Context: an optimization exercise on an open-source flow, tuned for small area, a short achievable clock period and few clock cycles per item. The choices shown serve that exercise and are no tape-out recipe. In this exercise RTL edits were held to simulation tests only and were not proved equivalent to the original.

==> run.sh <==
#!/bin/bash
# synth_recipe.tcl (not shown) runs the flow's synth.tcl, then flattens the netlist and writes it again
# the make line also repeats each setting of config.mk as NAME=value (left out here)
make -C /OpenROAD-flow-scripts/flow DESIGN_CONFIG=/design/flow/config.mk WORK_HOME=/design/flow/orfs CLKGATE_MAP_FILE= SYNTH_SCRIPT=/design/flow/synth_recipe.tcl finish
==> config.mk <==
export PLATFORM = sky130hd
export DESIGN_NAME = bitcoin_hash
export DESIGN_NICKNAME = bitcoin_hash
export VERILOG_FILES = /design/flow/design.v
export SDC_FILE = /design/flow/constraint.sdc
export NUM_CORES = 4
export LEC_CHECK = 0
export CAP_MARGIN = 30
export CORE_MARGIN = 2
export CORE_UTILIZATION = 40
export PLACE_DENSITY = 0.55
export SLEW_MARGIN = 40
==> constraint.sdc <==
create_clock -name core_clock -period 12.0 [get_ports {clk}]
set_input_delay 2.4000 -clock core_clock [delete_from_list [all_inputs] [get_ports {clk}]]
set_output_delay 2.4000 -clock core_clock [all_outputs]
set_load 0.01 [all_outputs]
==> design.v <==
module bitcoin_hash (
  input  logic        clk, reset_n, start,
  input  logic [15:0] message_addr, output_addr,
  output logic        done, mem_clk, mem_we,
  output logic [15:0] mem_addr,
  output logic [31:0] mem_write_data,
  input  logic [31:0] mem_read_data
);
parameter int NUM_NONCES = 16;
assign mem_clk = 1'b0;
localparam logic [2047:0] KTAB = {
  32'h428a2f98,32'h71374491,32'hb5c0fbcf,32'he9b5dba5,32'h3956c25b,32'h59f111f1,32'h923f82a4,32'hab1c5ed5,
  32'hd807aa98,32'h12835b01,32'h243185be,32'h550c7dc3,32'h72be5d74,32'h80deb1fe,32'h9bdc06a7,32'hc19bf174,
  32'he49b69c1,32'hefbe4786,32'h0fc19dc6,32'h240ca1cc,32'h2de92c6f,32'h4a7484aa,32'h5cb0a9dc,32'h76f988da,
  32'h983e5152,32'ha831c66d,32'hb00327c8,32'hbf597fc7,32'hc6e00bf3,32'hd5a79147,32'h06ca6351,32'h14292967,
  32'h27b70a85,32'h2e1b2138,32'h4d2c6dfc,32'h53380d13,32'h650a7354,32'h766a0abb,32'h81c2c92e,32'h92722c85,
  32'ha2bfe8a1,32'ha81a664b,32'hc24b8b70,32'hc76c51a3,32'hd192e819,32'hd6990624,32'hf40e3585,32'h106aa070,
  32'h19a4c116,32'h1e376c08,32'h2748774c,32'h34b0bcb5,32'h391c0cb3,32'h4ed8aa4a,32'h5b9cca4f,32'h682e6ff3,
  32'h748f82ee,32'h78a5636f,32'h84c87814,32'h8cc70208,32'h90befffa,32'ha4506ceb,32'hbef9a3f7,32'hc67178f2
};
function automatic logic [31:0] kc(input logic [6:0] i);
  kc = KTAB[(7'd63 - i)*32 +: 32];
endfunction
localparam logic [31:0] H0C=32'h6a09e667, H1C=32'hbb67ae85, H2C=32'h3c6ef372, H3C=32'ha54ff53a,
                        H4C=32'h510e527f, H5C=32'h9b05688c, H6C=32'h1f83d9ab, H7C=32'h5be0cd19;
function automatic logic [31:0] ror(input logic [31:0] x, input logic [7:0] r);
  ror = (x >> r) | (x << (32-r));
endfunction
function automatic logic [255:0] sha256_op(
  input logic [31:0] a,b,c,d,e,f,g,h,
  input logic [31:0] w, kk
);
  logic [31:0] S1, S0, ch, maj, t1, t2;
  S1 = ror(e,6) ^ ror(e,11) ^ ror(e,25);
  ch = (e & f) ^ ((~e) & g);
  t1 = h + S1 + ch + kk + w;
  S0 = ror(a,2) ^ ror(a,13) ^ ror(a,22);
  maj = (a & b) ^ (a & c) ^ (b & c);
  t2 = S0 + maj;
  sha256_op = {t1 + t2, a, b, c, d + t1, e, f, g};
endfunction
function automatic logic [31:0] wt_next(
  input logic [31:0] w0,  
  input logic [31:0] w1,
  input logic [31:0] w9,  
  input logic [31:0] w14 
);
  logic [31:0] s0, s1;
  s0 = ror(w1,7)  ^ ror(w1,18) ^ (w1 >> 3);
  s1 = ror(w14,17)^ ror(w14,19)^ (w14 >> 10);
  wt_next = w0 + s0 + w9 + s1;
endfunction
typedef enum logic [3:0] {
  S_IDLE, S_READ,
  S_P1_LOAD, S_P1_RUN,
  S_P2_LOAD, S_P2_RUN,
  S_P3_LOAD, S_P3_RUN,
  S_WSET, S_WCOMMIT
} state_t;
state_t state;
logic cur_we;
logic [15:0] cur_addr;
logic [31:0] cur_wdata;
logic [15:0] offset;
assign mem_addr = cur_addr + offset;
assign mem_we = cur_we;
assign mem_write_data = cur_wdata;
logic [31:0] header[0:18];
logic [31:0] wwin[0:15];
logic [31:0] a,b,c,d,e,f,g,h;
logic [31:0] h0,h1,h2,h3,h4,h5,h6,h7;
logic [31:0] p1_0,p1_1,p1_2,p1_3,p1_4,p1_5,p1_6,p1_7;
logic [6:0]  t;
logic [4:0]  nonce;
assign done = (state == S_IDLE);
always_ff @(posedge clk, negedge reset_n) 
	begin
	  if (!reset_n) begin
		 state <= S_IDLE;
		 cur_we <= 1'b0;
		 cur_addr <= '0;
		 cur_wdata <= '0;
		 offset <= '0;
		 nonce <= '0;
		 t <= '0;
		 a<=0; b<=0; c<=0; d<=0; e<=0; f<=0; g<=0; h<=0;
		 h0<=0; h1<=0; h2<=0; h3<=0; h4<=0; h5<=0; h6<=0; h7<=0;
		 p1_0<=0; p1_1<=0; p1_2<=0; p1_3<=0; p1_4<=0; p1_5<=0; p1_6<=0; p1_7<=0;
	  end else begin
		 unique case (state)
			S_IDLE: begin
			  cur_we <= 1'b0;
			  if (start) begin
				 cur_addr <= message_addr;
				 offset <= 16'd0;
				 nonce <= 5'd0;
				 state <= S_READ;
			  end
			end
			S_READ: begin
			  cur_we <= 1'b0;
			  if (offset <= 16'd19) 
			  begin
					 if (offset != 0) header[offset-1] <= mem_read_data;
					 offset <= offset + 16'd1;
			  end else 
			  begin
					 offset <= 16'd0;
					 h0<=H0C; h1<=H1C; h2<=H2C; h3<=H3C; h4<=H4C; h5<=H5C; h6<=H6C; h7<=H7C;
					 a<=H0C; b<=H1C; c<=H2C; d<=H3C; e<=H4C; f<=H5C; g<=H6C; h<=H7C;
					 state <= S_P1_LOAD;
			  end
      end
      S_P1_LOAD: 
		begin
			  for (int i=0;i<16;i++) wwin[i] <= header[i];
			  t <= 7'd0;
			  state <= S_P1_RUN;
      end
      S_P1_RUN: 
		begin
			  logic [31:0] wt;
			  logic [31:0] na,nb,nc,nd,ne,nf,ng,nh;
			  if (t < 7'd16) wt = wwin[t];
			  else begin
				 wt = wt_next(wwin[0], wwin[1], wwin[9], wwin[14]);
				 for (int i=0;i<15;i++) wwin[i] <= wwin[i+1];
				 wwin[15] <= wt;
        end
        {na,nb,nc,nd,ne,nf,ng,nh} = sha256_op(a,b,c,d,e,f,g,h, wt, kc(t));
        if (t == 7'd63) 
		  begin
				 h0 <= h0 + na; h1 <= h1 + nb; h2 <= h2 + nc; h3 <= h3 + nd;
				 h4 <= h4 + ne; h5 <= h5 + nf; h6 <= h6 + ng; h7 <= h7 + nh;
				 p1_0 <= h0 + na; p1_1 <= h1 + nb; p1_2 <= h2 + nc; p1_3 <= h3 + nd;
				 p1_4 <= h4 + ne; p1_5 <= h5 + nf; p1_6 <= h6 + ng; p1_7 <= h7 + nh;
				 state <= S_P2_LOAD;
        end else 
		  begin
				 a<=na; b<=nb; c<=nc; d<=nd; e<=ne; f<=nf; g<=ng; h<=nh;
				 t <= t + 7'd1;
        end
      end
      S_P2_LOAD: begin
        wwin[0] <= header[16];
        wwin[1] <= header[17];
        wwin[2] <= header[18];
        wwin[3] <= {27'd0, nonce};
        wwin[4] <= 32'h80000000;
        for (int i=5;i<15;i++) wwin[i] <= 32'h00000000;
        wwin[15] <= 32'd640;
        h0<=p1_0; h1<=p1_1; h2<=p1_2; h3<=p1_3; h4<=p1_4; h5<=p1_5; h6<=p1_6; h7<=p1_7;
        a <=p1_0; b <=p1_1; c <=p1_2; d <=p1_3; e <=p1_4; f <=p1_5; g <=p1_6; h <=p1_7;
        t <= 7'd0;
        state <= S_P2_RUN;
      end
      S_P2_RUN: 
		begin
				  logic [31:0] wt;
				  logic [31:0] na,nb,nc,nd,ne,nf,ng,nh;
				  if (t < 7'd16) wt = wwin[t];
				  else begin
						 wt = wt_next(wwin[0], wwin[1], wwin[9], wwin[14]);
						 for (int i=0;i<15;i++) wwin[i] <= wwin[i+1];
						 wwin[15] <= wt;
				  end
				  {na,nb,nc,nd,ne,nf,ng,nh} = sha256_op(a,b,c,d,e,f,g,h, wt, kc(t));
				  if (t == 7'd63) 
				  begin
						 h0 <= h0 + na; h1 <= h1 + nb; h2 <= h2 + nc; h3 <= h3 + nd;
						 h4 <= h4 + ne; h5 <= h5 + nf; h6 <= h6 + ng; h7 <= h7 + nh;
						 state <= S_P3_LOAD;
				  end else 
				  begin
						 a<=na; b<=nb; c<=nc; d<=nd; e<=ne; f<=nf; g<=ng; h<=nh;
						 t <= t + 7'd1;
				  end
				end
				S_P3_LOAD: 
				begin
					  wwin[0]<=h0; wwin[1]<=h1; wwin[2]<=h2; wwin[3]<=h3;
					  wwin[4]<=h4; wwin[5]<=h5; wwin[6]<=h6; wwin[7]<=h7;
					  wwin[8]<=32'h80000000;
					  for (int i=9;i<15;i++) wwin[i] <= 32'h00000000;
					  wwin[15] <= 32'd256;
					  h0<=H0C; h1<=H1C; h2<=H2C; h3<=H3C; h4<=H4C; h5<=H5C; h6<=H6C; h7<=H7C;
					  a <=H0C; b <=H1C; c <=H2C; d <=H3C; e <=H4C; f <=H5C; g <=H6C; h <=H7C;
					  t <= 7'd0;
					  state <= S_P3_RUN;
				end
				S_P3_RUN: 
				begin
				  logic [31:0] wt;
				  logic [31:0] na,nb,nc,nd,ne,nf,ng,nh;
				  if (t < 7'd16) wt = wwin[t];
				  else 
				  begin
						 wt = wt_next(wwin[0], wwin[1], wwin[9], wwin[14]);
						 for (int i=0;i<15;i++) wwin[i] <= wwin[i+1];
						 wwin[15] <= wt;
				  end
				  {na,nb,nc,nd,ne,nf,ng,nh} = sha256_op(a,b,c,d,e,f,g,h, wt, kc(t));
				  if (t == 7'd63) 
				  begin
						 cur_we   <= 1'b0;
						 cur_addr <= output_addr;
						 offset   <= nonce;
						 cur_wdata<= H0C + na;
						 state    <= S_WSET;
				  end else 
				  begin
						 a<=na; b<=nb; c<=nc; d<=nd; e<=ne; f<=nf; g<=ng; h<=nh;
						 t <= t + 7'd1;
				  end
      end
      S_WSET: 
		begin
			  cur_we <= 1'b1;
			  state  <= S_WCOMMIT;
      end
      S_WCOMMIT: 
		begin
			  cur_we <= 1'b0;
			  if (nonce + 5'd1 < NUM_NONCES) 
			  begin
				 nonce <= nonce + 5'd1;
				 state <= S_P2_LOAD;
			  end else 
			  begin
				 state <= S_IDLE;
			  end
      end
      default: state <= S_IDLE;
    endcase
  end
end
endmodule
==> out/results.tsv <==
stage	metric	value	unit
clock_tree	clk sinks	1969	
die	width of the die	524	µm
clock_tree	CTS tree	done	
global_routing	vias in the first global route	83400	
clock_tree	CTS buffer count	225	
routing	total number of vias	89200	
worst_setup_path	R2R Setup Slk	0.62	ns
worst_setup_path	CP peak stage delay	0.52	ns
synthesis	Synth Area in Compound Gates	0.207	
synthesis	Synthesis Warnings	3	
placed_design	Placer Congestion	1.03	
job	max-cap viol count	0	
synthesis	synthesized netlist cell count	9975	
clock_tree	CTS H-tree lvls	4	
cells_and_area	Biggest register	header	
synthesis	Netlist cell types	99	
clock_tree	CTS clock-pin slew for the worst setup and hold paths	0.06	ns
timing	Max Clk Rate	87.9	MHz
die	Row Count	190	
synthesis	Synth Net Count	10600	
global_routing	GRT overflow	0	
timing	RSZ-0062 raised after global routing	false	
placed_design	I/O Buffers	116	
synthesis	largest family of logic cells by synthesized area	compound AO/OA/AOI/OAI gates	
clock_tree	Skew-Pair Late Insertion Delay	0.96	ns
clock_tree	clk root buf	clkbuf_16	
synthesis	Post-Syn Area	0.108	mm²
min_path	HP Start	p1_3[31]$_DFFE_PN0P_	
placed_design	DP Wirelength	354000	µm
timing	worst-margin pin slew	0.987	ns
global_routing	largest net degree at the start of global routing	144	
routing	final wirelength	493000	µm
worst_setup_path	critical path required time	12.86	ns
min_path	Hold Crit Depth	2	
worst_setup_path	worst endpoint data arrival time	12.24	ns
timing	fin. max-slew vios	0	
synthesis	Post-Synth Adder-Cell Area	0.0822	
worst_setup_path	slowest CP cell	a2111oi_4	
timing	period utilization	0.948	
status	status	finished clean	
timing	clock period minus worst slack	11.38	ns
timing	Final Hold Vio Count	0	
routing	post-route antenna net violation count	0	
synthesis	Seq/Total Area, Yosys	0.508	
die	Core Region	0.268	mm²
cells_and_area	leading cell type in the layout, fill and taps excluded	edfxtp_1	
synthesis	Mean Syn Cell Area	10.8	µm²
global_routing	antenna violations before repair	37	
synthesis	register bit total from synthesis	1969	
timing	Finish-stage setup viols	0	
routing	post-route DRC violation count	0	
synthesis	number of synthesized flops with an enable pin	1120	
routing	initial drt markers	13500	
timing	Clock Skew	0.0816	ns
synthesis	Synth Area in Simple Gates	0.0867	
cells_and_area	share of layout cells above drive strength 1	0.0984	
worst_setup_path	type of origin of the critical path	register	
timing	Slew headroom	0.336	
placed_design	placement-stage cell area	0.115	mm²
cells_and_area	Post-Route Utilization	0.455	
clock_tree	Hold Buf Count CTS	0	
die	Starting Density	0.403	
worst_setup_path	RR Endpoint	h0[31]$_DFFE_PN0P_	
cells_and_area	nets	10600	
worst_setup_path	WS Path Type	register to register	
min_path	hold path endpoint	p1_3[31]$_DFFE_PN0P_	
worst_setup_path	Crit. End Element	register	
cells_and_area	Area growth syn-to-layout	12.9	%
global_routing	first-pass GRT wire length	680000	µm
synthesis	xor/xnor share of the synthesized area	0.0550	
die	I/O pins	118	
synthesis	ys flop type	edfxtp_1	
routing	drt first pass iters	10	
global_routing	Overall Global Routing Usage	0.352	
timing	WHS	0.482	ns
routing	Vias/cell	6.50	
cells_and_area	number of flip-flops in the largest register	608	
die	die area	0.274	mm²
synthesis	ys async rst share	0.431	
cells_and_area	biggest regs	header x608, wwin x512	
die	die height	524	µm
routing	wire per inst	35.9	µm
synthesis	mux contribution to synthesized area	0.0234	
worst_setup_path	r2r worst-path depth	48	
cells_and_area	final instance area	0.122	mm²
cells_and_area	commonest cells after routing, fill and taps aside	1120 x edfxtp_1, 892 x nor2_1, 844 x dfrtp_1	
worst_setup_path	FF-to-FF Start	t[4]$_DFFE_PN0P_	
worst_setup_path	CP max FO	19	
clock_tree	clock tree buffer depth	4	
min_path	Min-Delay Path Class	register to register	
timing	setup tns final	0	ns
[logic make-up after synthesis]
group	after synthesis
other	1
and+or+nand+nor	2197
adders and majority gates	635
AOI/OAI and AO/OA	3182
DFF	1969
muxes	229
xor gates and xnor gates	677
buffers and inverters	1085
[metal layers]
metal	wire (µm)	up-vias	track usage
met5	228	-	0
met3	50300	1066	0.0697
li1	-	37500	-
met1	198000	45300	0.484
met2	206000	5317	0.506
met4	37700	18	0.224
[per-stage QoR]
| stage | instances | worst slack [ns] |
|---|---|---|
| 3_3_place_gp | 13300 | 0.378 |
| 2_1_floorplan | 9975 | 0.313 |
| 5_1_grt | 13700 | 0.00768 |
| 4_1_cts | 13700 | 0.350 |
| 6_report | 13700 | 0.621 |
| 3_5_place_dp | 13300 | 0.400 |
[synthesized netlist by cell type, drive strengths merged, types with 188 or more instances]
cell	number	area share
nor2	919	0.032
ha	465	0.054
nand2	788	0.027
mux2	188	0.020
o21ai	608	0.028
edfxtp	1120	0.31
inv	392	0.014
a221oi	260	0.021
a222oi	198	0.018
dfrtp	849	0.20
a22o	332	0.027
clkbuf	665	0.023
a22oi	283	0.020
a21oi	526	0.024
xnor2	527	0.043
[worst max path at each step]
stage                           from                   end  slack [ns]  depth (start not counted)
global route        t[1]$_DFFE_PN0P_  p1_4[31]$_DFFE_PN0P_       0.008                         49
finish              t[4]$_DFFE_PN0P_    h0[31]$_DFFE_PN0P_        0.62                         48
CTS                 t[1]$_DFFE_PN0P_    h0[31]$_DFFE_PN0P_        0.35                         48
global placement    t[3]$_DFFE_PN0P_    h0[31]$_DFFE_PN0P_        0.38                         47
floorplan                    reset_n  wwin[0][0]$_DFFE_PP_        0.31                          2
detailed placement  t[1]$_DFFE_PN0P_    h0[31]$_DFFE_PN0P_        0.40                         48
[area by class of cell]
cell class / instances / area [µm²]
Antenna cell: 17 / 42.5
Clock inverter: 116 / 1280
Timing Repair Buffer: 448 / 4170
Inverter: 392 / 1470
Clock buffer: 303 / 6020
Tap cell: 3552 / 4440
Multi-Input combinational cell: 6921 / 49800
Fill cell: 24700 / 146000
Sequential cell: 1969 / 54900
[timing repair]
| action | CTS | global route |
|---|---|---|
| resized for setup | 0 | 9 |
| setup buffers | 0 | 1 |
| setup endpoints to repair | 0 | 15 |
[worst max-delay path, delay by kind of cell, from the launching register on]
kind / cells / cell delay (ns)
adder cells (fa/ha/maj): 6 / 2.37
multiplexers: 1 / 0.21
XOR/XNOR: 4 / 0.78
flip-flops: 1 / 0.42
buffers and inverters: 6 / 1.09
AND/OR/NAND/NOR: 11 / 1.66
AO/OA/AOI/OAI: 20 / 4.75
Testbench counts, summed over its fixed seeds: cycles 70,368, items 512.

[static timing again, ports no longer ideal]
The flow's constraints put no driver on any port. The routed layout listed below was extracted and timed again, unchanged, in two steps.
Step 1 assumes that a clkbuf_16 drives the clock port and a buf_2 every other input.
Step 2 also shifts input and output timing later by t, the mid clock arrival at the registers, as if the neighbouring blocks saw the same clock.
Slacks: no drivers / after step 1 / after step 2; pairs: no drivers / after step 1.
t, ns: 1.042
setup slack, ns: 0.621 / 0.621 / 0.621
hold slack, ns: 0.482 / 0.482 / 0.482
worst register clock-pin slew, ns: 0.07 / 0.07
After both steps this run still meets setup and hold. For this run, drivers alone change the setup slack by 0.000 ns; drivers and shift together by 0.000 ns.
